This is an optimization exercise on Yosys and OpenROAD, whose aim is small area, a short achievable clock period and few clock cycles, not a production implementation.
Where RTL was checked, it was by simulation tests only, not by an equivalence proof against the original.
No activity file was given, so power comes from the tool's default toggle rates.

## job 6947
==> flow/design.v (excerpt) <==
module top(
	input clk, rst_n,
	output [5:0] mem_raddr,
	input [31:0] mem_rdata,
	output mem_we,
	output [5:0] mem_waddr,
	output [31:0] mem_wdata
);
For scale: about 1400 flip-flops, roughly 59000 sq um of cells after synthesis.
clock: 10.0 ns
lec_check: 0
abc_clock_period_in_ps: 3000
cap_margin: 20
core_margin: 2
core_utilization: 25
place_density: 0.45
setup_slack_margin: 5
slew_margin: 20
standard.sh (not shown) runs the stock make flow with config.mk's settings and CLKGATE_MAP_FILE= SYNTH_SCRIPT=/design/flow/synth_recipe.tcl, a recipe that flattens the netlist after the stock synthesis.
==> flow/flow/run.sh <==
#!/bin/bash
set -euo pipefail
bash standard.sh synth > synth.log 2>&1
bash standard.sh SETUP_SLACK_MARGIN=6.65 finish > layout.log 2>&1
Job 6947 went all the way through the flow, and no timing, DRC or antenna check failed.
Testbench counts of job 6947, summed over its fixed seeds: cycles 18,334.
Modified inputs, job 245 compared to job 6947
-- flow/design.v --
<<< job 6947, line 80
reg        fhit;         
reg [NB-1:0] bv;
reg [5:0]  btag [0:NB-1];
reg [5:0]  btgt [0:NB-1];
>>> job 245, line 80
reg        fhit;         
reg [NB-1:0] bv;
reg [NB-1:0] bj;         
reg [5:0]  btag [0:NB-1];
reg [5:0]  btgt [0:NB-1];
<<< job 6947, line 145
wire dfire = dlive & ~e_lw0;
wire flive = fvalid & ~kill;
wire sw_hit = (dvalid & (dpc == e_maddr)) | (svalid & (spc == e_maddr)) |
              (fvalid & (fpc == e_maddr)) | (ra_fetch & (raddr_q == e_maddr));
wire e_mis = e_go & ((e_bgtz & (gtz ^ e_pred)) | (e_sw & sw_hit));
wire [5:0] e_alt = (e_pred | e_sw) ? e_pc + 6'd1 : e_tgt;
reg [NB-1:0] bhit;
reg [5:0]    bsel;
always @(*) begin
	bsel = 6'd0;
	for (i = 0; i < NB; i = i + 1) begin
		bhit[i] = bv[i] & (btag[i] == raddr_q);
		bsel = bsel | ({6{bhit[i]}} & btgt[i]);
	end
end
wire bpred = ra_fetch & (|bhit);
wire [5:0] succ = !ra_fetch ? npc : bpred ? bsel : raddr_q + 6'd1;
wire req_lw = dfire & d_lw;
wire req_d  = dlive & dpend;
>>> job 245, line 146
wire dfire = dlive & ~e_lw0;
wire flive = fvalid & ~kill;
wire [5:0] e_maddr_m1 = e_maddr - 6'd1;
wire sw_hit = (dvalid & (dpc == e_maddr | dpc == e_maddr_m1)) |
              (svalid & (spc == e_maddr | spc == e_maddr_m1)) |
              (fvalid & (fpc == e_maddr | fpc == e_maddr_m1)) |
              (ra_fetch & (raddr_q == e_maddr | raddr_q == e_maddr_m1)) |
              (e_pc == e_maddr_m1);
wire e_mis = e_go & ((e_bgtz & (gtz ^ e_pred)) | (e_sw & sw_hit));
wire [5:0] e_alt = (e_pred | e_sw) ? e_pc + 6'd1 : e_tgt;
wire [5:0] ra1 = raddr_q + 6'd1;
reg [NB-1:0] bhit, jhit;
reg [5:0]    bsel, jsel;
always @(*) begin
	bsel = 6'd0;
	jsel = 6'd0;
	for (i = 0; i < NB; i = i + 1) begin
		bhit[i] = bv[i] & (btag[i] == raddr_q);
		jhit[i] = bv[i] & bj[i] & (btag[i] == ra1);
		bsel = bsel | ({6{bhit[i]}} & btgt[i]);
		jsel = jsel | ({6{jhit[i]}} & btgt[i]);
	end
end
wire bpred = ra_fetch & (|bhit);
wire [5:0] succ = !ra_fetch ? npc : bpred ? bsel : (|jhit) ? jsel : ra1;
wire req_lw = dfire & d_lw;
wire req_d  = dlive & dpend;
<<< job 6947, line 246
		btag[brr] <= e_pc;
		btgt[brr] <= e_tgt;
	end
always @(posedge clk)
>>> job 245, line 255
		btag[brr] <= e_pc;
		btgt[brr] <= e_tgt;
		bj[brr] <= e_j;
	end
always @(posedge clk)
--- outcome ---
- Looking at die area, job 245 sits above job 6947.
- Compared with job 6947, in job 245 shortest clock period the worst path allows after layout higher, final wirelength higher, number of multi-input logic gates rose 99, total number of tap cells saw an increase, post-layout net count has increased.
Function not checked in job 245: the RTL went through the layout flow alone.

The RTL this note starts from:
==> flow/design.v <==
module sign_extend(
	input [15:0] imm,
	output [31:0] ext
);
assign ext = {{16{imm[15]}}, imm};
endmodule
module reg_file(
	input clk,
	input [31:0] r1_sel,
	input [31:0] r2_sel,
	input [4:0] r3_addr,
	input [31:0] r3_din,
	input r3_wr,
	output reg [31:0] r1_dout,
	output reg [31:0] r2_dout
);
reg [31:0] rf [0:31];
integer i;
always @(posedge clk)
	if (r3_wr)
		rf[r3_addr] <= r3_din;
always @(*) begin
	r1_dout = 32'd0;
	r2_dout = 32'd0;
	for (i = 0; i < 32; i = i + 1) begin
		r1_dout = r1_dout | ({32{r1_sel[i]}} & rf[i]);
		r2_dout = r2_dout | ({32{r2_sel[i]}} & rf[i]);
	end
end
endmodule
module alu(
	input [31:0] alu_a,
	input [31:0] alu_b,
	output [31:0] alu_out,
	output gtz
);
assign alu_out = alu_a + alu_b;
wire zero = ((alu_a ^ alu_b) == {alu_a[30:0] | alu_b[30:0], 1'b0});
assign gtz = ~alu_out[31] & ~zero;
endmodule
module pc(
	input [31:0] word,
	input [5:0] wpc,
	output redir,
	output [5:0] tgt
);
wire is_j = word[31:26] == 6'b000010;
wire is_b = word[31:26] == 6'b000111;
assign redir = is_j | (is_b & word[15]);
assign tgt = is_j ? word[5:0] : wpc + word[5:0] + 6'd1;
endmodule
module cu(
	input [5:0] op,
	output is_add,    
	output is_addi,
	output is_lw,
	output is_sw,
	output is_bgtz
);
assign is_addi = op == 6'b001000;
assign is_add = (op == 6'b000000) | is_addi;
assign is_lw = op == 6'b100011;
assign is_sw = op == 6'b101011;
assign is_bgtz = op == 6'b000111;
endmodule
module top(
	input clk, rst_n,
	output [5:0] mem_raddr,
	input [31:0] mem_rdata,
	output mem_we,
	output [5:0] mem_waddr,
	output [31:0] mem_wdata
);
localparam NB = 4;               
reg [5:0]  raddr_q;      
reg        ra_fetch;     
reg [5:0]  npc;          
reg        fvalid;       
reg [5:0]  fpc;          
reg        fhit;         
reg [NB-1:0] bv;
reg [5:0]  btag [0:NB-1];
reg [5:0]  btgt [0:NB-1];
reg [1:0]  brr;          
reg        svalid;
reg [31:0] sk_word;
reg [5:0]  spc;
reg        sredir;
reg        spend;
reg        dvalid;
reg [31:0] ir;
reg [31:0] dsel_a, dsel_b;
reg        fa_q, fb_q;   
reg [31:0] rv;           
reg [5:0]  dpc;
reg        dredir;       
reg        dpend;        
reg [5:0]  dtgt;         
reg        evalid;
reg        e_add, e_lw, e_sw, e_bgtz, e_j, e_pred;
reg [31:0] e_a, e_b;
reg [5:0]  e_maddr;
reg [4:0]  e_dest;
reg [5:0]  e_pc, e_tgt;
reg        we_q;         
reg        lwb;          
reg        kill;         
integer i;
wire       f_redir;
wire [5:0] f_tgt;
pc pd(.word(mem_rdata), .wpc(fpc), .redir(f_redir), .tgt(f_tgt));
wire       s_redir_unused;
wire [5:0] s_tgt;
pc pds(.word(sk_word), .wpc(spc), .redir(s_redir_unused), .tgt(s_tgt));
wire f_isb = mem_rdata[31:26] == 6'b000111;
wire [31:0] sum;
wire        gtz;
alu alu_1(.alu_a(e_a), .alu_b(e_b), .alu_out(sum), .gtz(gtz));
wire e_go = evalid & ~kill;
wire e_lw0 = e_go & e_lw;           
wire        rf_we = (e_go & e_add) | lwb;
wire [31:0] rf_wd = lwb ? mem_rdata : sum;
wire d_add, d_addi, d_lw, d_sw, d_bgtz;
cu dec(.op(ir[31:26]), .is_add(d_add), .is_addi(d_addi), .is_lw(d_lw),
       .is_sw(d_sw), .is_bgtz(d_bgtz));
wire d_j = ir[31:26] == 6'b000010;
wire [4:0] rs = ir[25:21];
wire [4:0] rt = ir[20:16];
wire [31:0] r1, r2;
reg_file register(
	.clk(clk),
	.r1_sel(dsel_a), .r2_sel(dsel_b),
	.r3_addr(e_dest), .r3_din(rf_wd), .r3_wr(rf_we),
	.r1_dout(r1), .r2_dout(r2)
);
wire [31:0] simm;
sign_extend se(.imm(ir[15:0]), .ext(simm));
wire fwd_a = fa_q;
wire fwd_b = fb_q;
wire [31:0] opa = fwd_a ? rf_wd : r1;
wire [31:0] opb = d_addi ? simm : fwd_b ? rf_wd : r2;
wire [5:0]  maddr_f = rf_wd[5:0] + ir[5:0];
wire [5:0]  maddr_r = r1[5:0] + ir[5:0];
wire [5:0]  maddr = fwd_a ? maddr_f : maddr_r;
wire dlive = dvalid & ~kill;
wire dfire = dlive & ~e_lw0;
wire flive = fvalid & ~kill;
wire sw_hit = (dvalid & (dpc == e_maddr)) | (svalid & (spc == e_maddr)) |
              (fvalid & (fpc == e_maddr)) | (ra_fetch & (raddr_q == e_maddr));
wire e_mis = e_go & ((e_bgtz & (gtz ^ e_pred)) | (e_sw & sw_hit));
wire [5:0] e_alt = (e_pred | e_sw) ? e_pc + 6'd1 : e_tgt;
reg [NB-1:0] bhit;
reg [5:0]    bsel;
always @(*) begin
	bsel = 6'd0;
	for (i = 0; i < NB; i = i + 1) begin
		bhit[i] = bv[i] & (btag[i] == raddr_q);
		bsel = bsel | ({6{bhit[i]}} & btgt[i]);
	end
end
wire bpred = ra_fetch & (|bhit);
wire [5:0] succ = !ra_fetch ? npc : bpred ? bsel : raddr_q + 6'd1;
wire req_lw = dfire & d_lw;
wire req_d  = dlive & dpend;
wire f_pend = f_redir & ~fhit;                  
wire take_d = ~req_lw & req_d;                  
wire [5:0] seq_addr = take_d ? dtgt : succ;
wire [5:0] ra_next = req_lw ? maddr : seq_addr;
reg [NB-1:0] bm_pc, bm_st;
always @(*)
	for (i = 0; i < NB; i = i + 1) begin
		bm_pc[i] = bv[i] & (btag[i] == e_pc);
		bm_st[i] = bv[i] & (btag[i] == e_maddr);
	end
wire b_ins = e_go & (e_j | (e_bgtz & gtz));
wire b_del = e_go & e_bgtz & ~gtz;
wire b_any = |bm_pc;
wire d_accept = ~dvalid | dfire;
wire [31:0] d_word = svalid ? sk_word : mem_rdata;    
wire [4:0] d_dest = (ir[31:26] == 6'b000000) ? ir[15:11] : rt;
wire [4:0] dest_next = dfire ? d_dest : e_dest;
wire       we_next = (dfire & d_add) | e_lw0;     
wire [4:0] rs_next = d_accept ? d_word[25:21] : rs;
wire [4:0] rt_next = d_accept ? d_word[20:16] : rt;
wire [31:0] rv_next = rv | ({31'd0, rf_we} << e_dest);
wire f_keep = flive & ~take_d;                  
wire f_pt = f_redir | (fhit & f_isb);           
always @(posedge clk or negedge rst_n)
	if (!rst_n) begin
		rv <= 32'd0;
		ra_fetch <= 1'b1;
		npc <= 6'd0;
		fvalid <= 1'b0;
		fhit <= 1'b0;
		svalid <= 1'b0;
		dvalid <= 1'b0;
		dpend <= 1'b0;
		evalid <= 1'b0;
		we_q <= 1'b0;
		lwb <= 1'b0;
		kill <= 1'b0;
		bv <= {NB{1'b0}};
		brr <= 2'd0;
	end else begin
		kill <= e_mis;
		lwb <= e_lw0;
		we_q <= dfire & d_sw & ~e_mis;
		evalid <= dfire;
		rv <= rv_next;
		if (req_lw)
			npc <= succ;
		ra_fetch <= e_mis | ~req_lw;
		fvalid <= ra_fetch & ~take_d;
		fhit <= bpred;
		if (kill) begin
			dvalid <= 1'b0;
			svalid <= 1'b0;
			dpend <= 1'b0;
		end else if (d_accept) begin
			if (svalid) begin
				dvalid <= ~take_d;
				dpend <= spend & ~take_d;
				svalid <= f_keep;
			end else begin
				dvalid <= f_keep;
				dpend <= f_keep & f_pend;
			end
		end else begin
			if (take_d)
				dpend <= 1'b0;
			svalid <= f_keep;
		end
		if (we_q)
			bv <= bv & ~bm_st;
		else if (b_del)
			bv <= bv & ~bm_pc;
		else if (b_ins) begin
			if (!b_any) begin
				bv[brr] <= 1'b1;
				brr <= brr + 2'd1;
			end
		end
	end
always @(posedge clk)
	if (b_ins && !b_any) begin
		btag[brr] <= e_pc;
		btgt[brr] <= e_tgt;
	end
always @(posedge clk)
	raddr_q <= !rst_n ? 6'd0 : e_mis ? e_alt : ra_next;
always @(posedge clk) begin
	fpc <= raddr_q;
	e_pc <= dpc;
	e_tgt <= dtgt;
	e_a <= opa;
	e_b <= opb;
	e_maddr <= maddr;
	e_add <= d_add;
	e_lw <= d_lw;
	e_sw <= d_sw;
	e_bgtz <= d_bgtz;
	e_j <= d_j;
	e_pred <= dredir;
	if (dfire)
		e_dest <= d_dest;
	dsel_a <= (32'd1 << rs_next) & rv_next;
	dsel_b <= (32'd1 << rt_next) & rv_next;
	fa_q <= we_next & (dest_next == rs_next);
	fb_q <= we_next & (dest_next == rt_next);
	if (d_accept) begin
		if (svalid) begin
			ir <= sk_word;
			dpc <= spc;
			dredir <= sredir;
			dtgt <= s_tgt;
		end else begin
			ir <= mem_rdata;
			dpc <= fpc;
			dredir <= f_pt;
			dtgt <= f_tgt;
		end
	end
	if (svalid ? d_accept : ~d_accept) begin
		sk_word <= mem_rdata;
		spc <= fpc;
		sredir <= f_pt;
		spend <= f_pend;
	end
end
assign mem_raddr = raddr_q;
assign mem_we = we_q;
assign mem_waddr = e_maddr;
assign mem_wdata = e_b;
endmodule
==> flow/config.mk <==
export PLATFORM = sky130hd
export DESIGN_NAME = top
export DESIGN_NICKNAME = top
export VERILOG_FILES = /design/flow/design.v
export SDC_FILE = /design/flow/constraint.sdc
export NUM_CORES = 8
export LEC_CHECK = 0
export ABC_CLOCK_PERIOD_IN_PS = 3000
export CAP_MARGIN = 20
export CORE_MARGIN = 2
export CORE_UTILIZATION = 25
export PLACE_DENSITY = 0.45
export SETUP_SLACK_MARGIN = 5
export SLEW_MARGIN = 20
==> flow/constraint.sdc <==
create_clock -name core_clock -period 10.0 [get_ports {clk}]
set_input_delay 2.0000 -clock core_clock [delete_from_list [all_inputs] [get_ports {clk}]]
set_output_delay 2.0000 -clock core_clock [all_outputs]
set_load 0.01 [all_outputs]
==> flow/flow/run.sh <==
#!/bin/bash
set -euo pipefail
bash standard.sh synth > synth.log 2>&1
bash standard.sh SETUP_SLACK_MARGIN=6.8 \
  "CTS_ARGS=-sink_clustering_enable -repair_clock_nets -dont_use_dummy_load -sink_clustering_size 20 -sink_clustering_max_diameter 120" \
  finish > layout.log 2>&1
Rerun with:
--- a/flow/design.v
+++ b/flow/design.v
@@ -104,5 +104,7 @@
 reg [5:0]  e_pc, e_tgt;
 reg        we_q;         
+reg        lwp;          
 reg        lwb;          
+reg [4:0]  lwp_dest, lwb_dest;
 reg        kill;         
 integer i;
@@ -118,6 +120,8 @@
 alu alu_1(.alu_a(e_a), .alu_b(e_b), .alu_out(sum), .gtz(gtz));
 wire e_go = evalid & ~kill;
-wire e_lw0 = e_go & e_lw;           
+wire lw_issue = e_go & e_lw;        
+wire lw_cancel = lwp & e_go & e_add & (e_dest == lwp_dest);
 wire        rf_we = (e_go & e_add) | lwb;
+wire [4:0]  rf_wa = lwb ? lwb_dest : e_dest;
 wire [31:0] rf_wd = lwb ? mem_rdata : sum;
 wire d_add, d_addi, d_lw, d_sw, d_bgtz;
@@ -131,5 +135,5 @@
 	.clk(clk),
 	.r1_sel(dsel_a), .r2_sel(dsel_b),
-	.r3_addr(e_dest), .r3_din(rf_wd), .r3_wr(rf_we),
+	.r3_addr(rf_wa), .r3_din(rf_wd), .r3_wr(rf_we),
 	.r1_dout(r1), .r2_dout(r2)
 );
@@ -144,5 +148,8 @@
 wire [5:0]  maddr = fwd_a ? maddr_f : maddr_r;
 wire dlive = dvalid & ~kill;
-wire dfire = dlive & ~e_lw0;
+wire d_rs = d_add | d_addi | d_lw | d_sw | d_bgtz;
+wire d_rt = (ir[31:26] == 6'b000000) | d_sw | d_bgtz;
+wire lu = lw_issue & ((d_rs & rs == e_dest) | (d_rt & rt == e_dest));
+wire dfire = dlive & ~lwp & ~lu & ~(lw_issue & dpend);
 wire flive = fvalid & ~kill;
 wire sw_hit = (dvalid & (dpc == e_maddr)) | (svalid & (spc == e_maddr)) |
@@ -161,10 +168,9 @@
 wire bpred = ra_fetch & (|bhit);
 wire [5:0] succ = !ra_fetch ? npc : bpred ? bsel : raddr_q + 6'd1;
-wire req_lw = dfire & d_lw;
 wire req_d  = dlive & dpend;
 wire f_pend = f_redir & ~fhit;                  
-wire take_d = ~req_lw & req_d;                  
+wire take_d = ~lw_issue & req_d;                
 wire [5:0] seq_addr = take_d ? dtgt : succ;
-wire [5:0] ra_next = req_lw ? maddr : seq_addr;
+wire drop_f = lw_issue & lu & dlive;
 reg [NB-1:0] bm_pc, bm_st;
 always @(*)
@@ -179,9 +185,9 @@
 wire [31:0] d_word = svalid ? sk_word : mem_rdata;    
 wire [4:0] d_dest = (ir[31:26] == 6'b000000) ? ir[15:11] : rt;
-wire [4:0] dest_next = dfire ? d_dest : e_dest;
-wire       we_next = (dfire & d_add) | e_lw0;     
+wire [4:0] dest_next = lwp ? lwp_dest : d_dest;
+wire       we_next = (dfire & d_add) | (lwp & ~lw_cancel);     
 wire [4:0] rs_next = d_accept ? d_word[25:21] : rs;
 wire [4:0] rt_next = d_accept ? d_word[20:16] : rt;
-wire [31:0] rv_next = rv | ({31'd0, rf_we} << e_dest);
+wire [31:0] rv_next = rv | ({31'd0, rf_we} << rf_wa);
 wire f_keep = flive & ~take_d;                  
 wire f_pt = f_redir | (fhit & f_isb);           
@@ -198,4 +204,5 @@
 		evalid <= 1'b0;
 		we_q <= 1'b0;
+		lwp <= 1'b0;
 		lwb <= 1'b0;
 		kill <= 1'b0;
@@ -204,12 +211,13 @@
 	end else begin
 		kill <= e_mis;
-		lwb <= e_lw0;
+		lwp <= lw_issue;
+		lwb <= lwp & ~lw_cancel;
 		we_q <= dfire & d_sw & ~e_mis;
 		evalid <= dfire;
 		rv <= rv_next;
-		if (req_lw)
-			npc <= succ;
-		ra_fetch <= e_mis | ~req_lw;
-		fvalid <= ra_fetch & ~take_d;
+		if (lw_issue)
+			npc <= drop_f ? (ra_fetch ? raddr_q : npc) : succ;
+		ra_fetch <= ~lw_issue;
+		fvalid <= ra_fetch & ~take_d & ~drop_f;
 		fhit <= bpred;
 		if (kill) begin
@@ -227,7 +235,9 @@
 			end
 		end else begin
-			if (take_d)
+			if (take_d) begin
 				dpend <= 1'b0;
-			svalid <= f_keep;
+				svalid <= 1'b0;
+			end else
+				svalid <= svalid | f_keep;
 		end
 		if (we_q)
@@ -248,5 +258,5 @@
 	end
 always @(posedge clk)
-	raddr_q <= !rst_n ? 6'd0 : e_mis ? e_alt : ra_next;
+	raddr_q <= !rst_n ? 6'd0 : e_mis ? e_alt : lw_issue ? e_maddr : seq_addr;
 always @(posedge clk) begin
 	fpc <= raddr_q;
@@ -264,4 +274,6 @@
 	if (dfire)
 		e_dest <= d_dest;
+	lwp_dest <= e_dest;
+	lwb_dest <= lwp_dest;
 	dsel_a <= (32'd1 << rs_next) & rv_next;
 	dsel_b <= (32'd1 << rt_next) & rv_next;
=> The new run passed the timing, DRC and antenna checks. Wire length came out lower by 1.4%. Global-route usage went down by 0.84 points. Total power drops by 16%. Worst setup slack improved by 0.26 ns. Via count hardly moves. Sequential share of layout area rose by 0.94 points.
Function was not checked in any run of this note: the RTL went through the layout flow alone.

## static timing again, ports no longer ideal
The results above use ideal ports. As a check the final layouts listed here were re-extracted and re-timed, cells and wires unchanged.
Step 1 assumes that a clkbuf_16 drives the clock port and a buf_2 every other input.
Step 2, shift: input delay + t, output delay - t, t = (earliest + latest rising clock arrival at the registers) / 2. This alone moves slack from input paths to output paths.
a / b / c = ideal ports / drivers / drivers and shift; a / b = the first two.
run | t, ns | setup WS [ns] | worst register clock-pin slew, ns
job 6947 | 0.919 | 6.612 / 6.512 / 5.828 | 0.07 / 0.07
job 245 | 0.915 | 6.506 / 6.482 / 5.745 | 0.07 / 0.07
the first run of note 2 | 0.829 | 6.360 / 6.360 / 5.721 | 0.10 / 0.10
the second run of note 2 | 0.814 | 6.621 / 6.567 / 6.020 | 0.10 / 0.10
After both steps every run listed still meets setup and hold. For job 6947, which loses most, drivers alone change the setup slack by -0.100 ns; drivers and shift together by -0.784 ns.
